Background: an optimization exercise with open tools, aiming at small area. Do not read the settings as production practice. Function was checked by simulation only, so behaviour that the tests miss may differ from the original. Power is estimated from default activity; no workload was simulated.

==> flow/design.v <==
module clk_gen(
    input  logic clk, rst,
    input  logic [16:0] i_baud,
    output logic o_tx_tick, o_rx_tick
);
logic b48, b14, b19, b38, b57;
assign b48 = (i_baud == 17'd4800);
assign b14 = (i_baud == 17'd14400);
assign b19 = (i_baud == 17'd19200);
assign b38 = (i_baud == 17'd38400);
assign b57 = (i_baud == 17'd57600);
logic [12:0] tx_rl;
logic [8:0] rx_rl;
always_comb begin
    if (b48) begin tx_rl = 13'd1543; rx_rl = 9'd110; end
    else if (b14) begin tx_rl = 13'd751; rx_rl = 9'd35; end
    else if (b19) begin tx_rl = 13'd2146; rx_rl = 9'd113; end
    else if (b38) begin tx_rl = 13'd3618; rx_rl = 9'd371; end
    else if (b57) begin tx_rl = 13'd4863; rx_rl = 9'd56; end
    else begin tx_rl = 13'd1711; rx_rl = 9'd98; end
end
logic [12:0] tx_s;
logic [8:0] rx_s;
logic tx_ph, rx_ph, tx_tc, rx_tc;
assign tx_tc = (tx_s == 13'd4754);
assign rx_tc = (rx_s == 9'd20);
always_ff @(posedge clk) begin
    if (rst || tx_tc) tx_s <= tx_rl;
    else              tx_s <= {tx_s[11:0], tx_s[9] ^ tx_s[12]};
    if (rst)          tx_ph <= 1'b0;
    else if (tx_tc)   tx_ph <= ~tx_ph;
end
always_ff @(posedge clk) begin
    if (rst)        rx_s <= 9'd20;
    else if (rx_tc) rx_s <= rx_rl;
    else            rx_s <= {rx_s[7:0], rx_s[1] ^ rx_s[8]};
    if (rst)        rx_ph <= 1'b0;
    else if (rx_tc) rx_ph <= ~rx_ph;
end
assign o_tx_tick = tx_tc & ~tx_ph;
assign o_rx_tick = rx_tc & ~rx_ph;
endmodule
module uart_tx(
    input  logic clk, rst, i_tx_tick, i_tx_str,
    input  logic [7:0] i_tx_data,
    input  logic [3:0] i_len,
    input  logic i_parity_ty,
    input  logic i_parity_en,
    input  logic i_stop2,
    output logic o_tx, o_tx_done, o_tx_er
);
localparam logic [3:0] IDLE = 4'b0000, START = 4'b0001, PAR = 4'b0010,
                       STOP1 = 4'b0011, STOP2 = 4'b0100, DONE = 4'b0101;
logic [3:0] st, nx;
logic [7:0] tx_reg;
logic par;
logic last;
assign last = st[2] & (st[1:0] + 2'd1 == i_len[1:0]);
always_comb begin
    nx = st;
    o_tx = 1'b1;
    if (st[3]) begin
        o_tx = tx_reg[st[2:0]];
        if (last) nx = i_parity_en ? PAR : STOP1;
        else      nx = st + 4'd1;
    end else begin
        case (st)
            IDLE:  nx = i_tx_str ? START : IDLE;
            START: begin o_tx = 1'b0; nx = 4'b1000; end
            PAR:   begin o_tx = par; nx = STOP1; end
            STOP1: nx = i_stop2 ? STOP2 : DONE;
            STOP2: nx = DONE;
            default: nx = IDLE;
        endcase
    end
end
assign o_tx_done = (st == DONE);
assign o_tx_er = 1'b0;
always_ff @(posedge clk) begin
    if (rst)            st <= IDLE;
    else if (i_tx_tick) st <= nx;
end
always_ff @(posedge clk) begin
    if (i_tx_tick) begin
        if (st == START) tx_reg <= i_tx_data;
        if (st[3]) par <= par ^ o_tx;
        else       par <= ~i_parity_ty;
    end
end
endmodule
module uart_rx(
    input  logic clk, rst, i_rx_tick, i_rx, i_rx_str,
    input  logic [3:0] i_len,
    input  logic i_parity_ty, i_parity_en,
    input  logic i_stop2,
    output logic [7:0] o_rx,
    output logic o_rx_done,
    output logic o_rx_er
);
localparam logic [3:0] IDLE = 4'b0000, START = 4'b0001, PAR = 4'b0010,
                       STOP1 = 4'b0011, STOP2 = 4'b0100, DONE = 4'b0101;
logic [3:0] st, nx;
logic [3:0] cnt;
logic [7:0] dt;
logic acc;
logic mid, fin;
assign mid = (cnt == 4'd7);
assign fin = (cnt == 4'd15);
always_comb begin
    nx = st;
    if (st[3]) begin
        if (fin) begin
            if (st[2:0] == 3'd7) nx = i_parity_en ? PAR : STOP1;
            else                 nx = st + 4'd1;
        end
    end else begin
        case (st)
            IDLE:  nx = (i_rx_str && !i_rx) ? START : IDLE;
            START: if (mid && i_rx) nx = IDLE;
                   else if (fin) nx = {2'b10, i_len[1] ^ i_len[0], i_len[0]};
            PAR:   if (fin) nx = STOP1;
            STOP1: if (fin) nx = i_stop2 ? STOP2 : DONE;
            STOP2: if (fin) nx = DONE;
            default: nx = IDLE;
        endcase
    end
end
always_ff @(posedge clk) begin
    if (rst)            st <= IDLE;
    else if (i_rx_tick) st <= nx;
end
always_ff @(posedge clk) begin
    if (i_rx_tick) begin
        if (st == IDLE) cnt <= 4'd0;
        else            cnt <= cnt + 4'd1;
    end
end
always_ff @(posedge clk) begin
    if (i_rx_tick && mid && st[3]) begin
        dt[3:0] <= dt[4:1];
        dt[4] <= (i_len[1:0] == 2'b01) ? i_rx : dt[5];
        dt[5] <= (i_len[1:0] == 2'b10) ? i_rx : dt[6];
        dt[6] <= (i_len[1:0] == 2'b11) ? i_rx : dt[7];
        dt[7] <= (i_len[1:0] == 2'b00) ? i_rx : 1'b0;
    end
end
always_ff @(posedge clk) begin
    if (i_rx_tick) begin
        if (st == IDLE) acc <= ~i_parity_ty;
        else if (mid) begin
            if (st[3])         acc <= i_parity_en & (acc ^ i_rx);
            else if (st == PAR) acc <= acc ^ i_rx;
            else if (st == STOP1 || st == STOP2) acc <= acc | ~i_rx;
        end
    end
end
assign o_rx = dt;
assign o_rx_done = (st == DONE);
assign o_rx_er = acc;
endmodule
 module uart_top(
    input  logic clk, rst,
    input  logic [7:0] i_tx_data,
    input  logic [3:0] i_len,
    input  logic [16:0] i_baud,  
    input  logic i_tx_str, i_rx_str, 
    input  logic i_parity_ty, i_parity_en, i_stop2,
    input  logic i_rx,
    output logic o_tx,
    output logic o_tx_done, o_rx_done,
    output logic o_tx_er, o_rx_er,
    output logic [7:0] o_rx 
 );
 logic tx_tick, rx_tick;
 clk_gen c_gen (clk, rst, i_baud, tx_tick, rx_tick);
 uart_tx u_tx (clk, rst, tx_tick, i_tx_str, i_tx_data, i_len, i_parity_ty, i_parity_en, i_stop2, o_tx, o_tx_done, o_tx_er);
 uart_rx u_rx (clk, rst, rx_tick, i_rx, i_rx_str, i_len, i_parity_ty, i_parity_en, i_stop2, o_rx, o_rx_done, o_rx_er);
 endmodule
export LEC_CHECK = 0
export CAP_MARGIN = 20
export CORE_MARGIN = 2
export CORE_UTILIZATION = 40
export GPL_TIMING_DRIVEN = 0
export SLEW_MARGIN = 20
create_clock -name core_clock -period 20.0 [get_ports {clk}]
standard.sh (not shown) runs the stock make flow with config.mk's settings and CLKGATE_MAP_FILE= SYNTH_SCRIPT=/design/flow/synth_recipe.tcl, a recipe that flattens the netlist after the stock synthesis.
==> flow/flow/run.sh <==
#!/bin/bash
# The standard layout (standard.sh) with three changes that leave the
# registers exactly as the standard synthesis makes them:
#  - ABC maps the combinational logic with an area-oriented script
#    (flow/abc_area.script) instead of ORFS's speed script,
#  - Yosys does not pre-map adders to half/full-adder cells (ADDER_MAP_FILE
#    empty), so ABC sees all of the logic,
#  - the port buffers use the smallest buffer, sky130_fd_sc_hd__buf_1.
set -euo pipefail
W=$(pwd)
rm -rf "$W/scripts_area"
cp -r "$FLOW_HOME/scripts" "$W/scripts_area"
cp "$W/flow/abc_area.script" "$W/scripts_area/abc_speed.script"
export SCRIPTS_DIR="$W/scripts_area"
export BUFFER_PORTS_ARGS="-buffer_cell sky130_fd_sc_hd__buf_1"
export CTS_ARGS="-sink_clustering_enable -repair_clock_nets -dont_use_dummy_load -sink_clustering_size 30 -sink_clustering_max_diameter 100 -buf_list sky130_fd_sc_hd__clkbuf_8"
bash standard.sh ADDER_MAP_FILE= finish > "$W/standard.log" 2>&1
==> flow/flow/abc_area.script <==
strash
fraig
dch -f
map -a
amap
strash
dch -f
map -a
amap
Change:
--- a/flow/flow/run.sh
+++ b/flow/flow/run.sh
@@ -15,3 +15,2 @@
 export BUFFER_PORTS_ARGS="-buffer_cell sky130_fd_sc_hd__buf_1"
-export CTS_ARGS="-sink_clustering_enable -repair_clock_nets -dont_use_dummy_load -sink_clustering_size 30 -sink_clustering_max_diameter 100 -buf_list sky130_fd_sc_hd__clkbuf_8"
 bash standard.sh ADDER_MAP_FILE= finish > "$W/standard.log" 2>&1
Settings changed: GPL_TIMING_DRIVEN 0 to not set.
Outcome:
- cell count goes up by 0.74%
- wire length goes up by 2.8%
- total power goes up by 15%
- core utilization goes up by 0.89 points
- combinational power goes up by about 3%
- via count goes up by 2.3%
Change:
--- a/flow/flow/run.sh
+++ b/flow/flow/run.sh
@@ -15,2 +15,3 @@
 export BUFFER_PORTS_ARGS="-buffer_cell sky130_fd_sc_hd__buf_1"
+export CTS_ARGS="-repair_clock_nets -dont_use_dummy_load -buf_list sky130_fd_sc_hd__clkbuf_8"
 bash standard.sh ADDER_MAP_FILE= finish > "$W/standard.log" 2>&1
Settings changed: CAP_MARGIN 20 to 0, GPL_TIMING_DRIVEN set to 0, SLEW_MARGIN 20 to 0.
Result:
- The changed run produced a clean layout
- synthesized cell count is unchanged
- via count goes down by 3.7%
- routed wire length drops by about 6%
- combinational power decreases by about 4%
- die area stays the same
- total power goes down by about 14%
- clock power falls by about 36%

separate check: timing with driven ports:
No port has a modelled driver above. Below, the same layouts with a new extraction and two added sets of constraints.
Step 1: set_driving_cell puts a clkbuf_16 on clk and a buf_2 on each other input, an assumption about the parent block.
Step 2 moves the port delays by t, midway between the first and last clock arrival at a register: inputs arrive t later, outputs are due t later. That takes back most of the time a late clock gives input paths.
Three values: no drivers, after step 1, after step 2; two values: the first two.
run | t, ns | slack for setup (ns) | hold WS [ns]
the first run | 0.320 | 13.956 / 13.962 / 13.642 | 0.447 / 0.447 / 0.447
the second run | 0.332 | 13.961 / 13.968 / 13.636 | 0.463 / 0.463 / 0.463
the third run | 0.320 | 13.961 / 13.967 / 13.647 | 0.457 / 0.457 / 0.457
After both steps setup and hold are still met in every run listed. The setup slack of the second run, which loses most, moves by +0.007 ns with the drivers and by -0.325 ns with both steps.
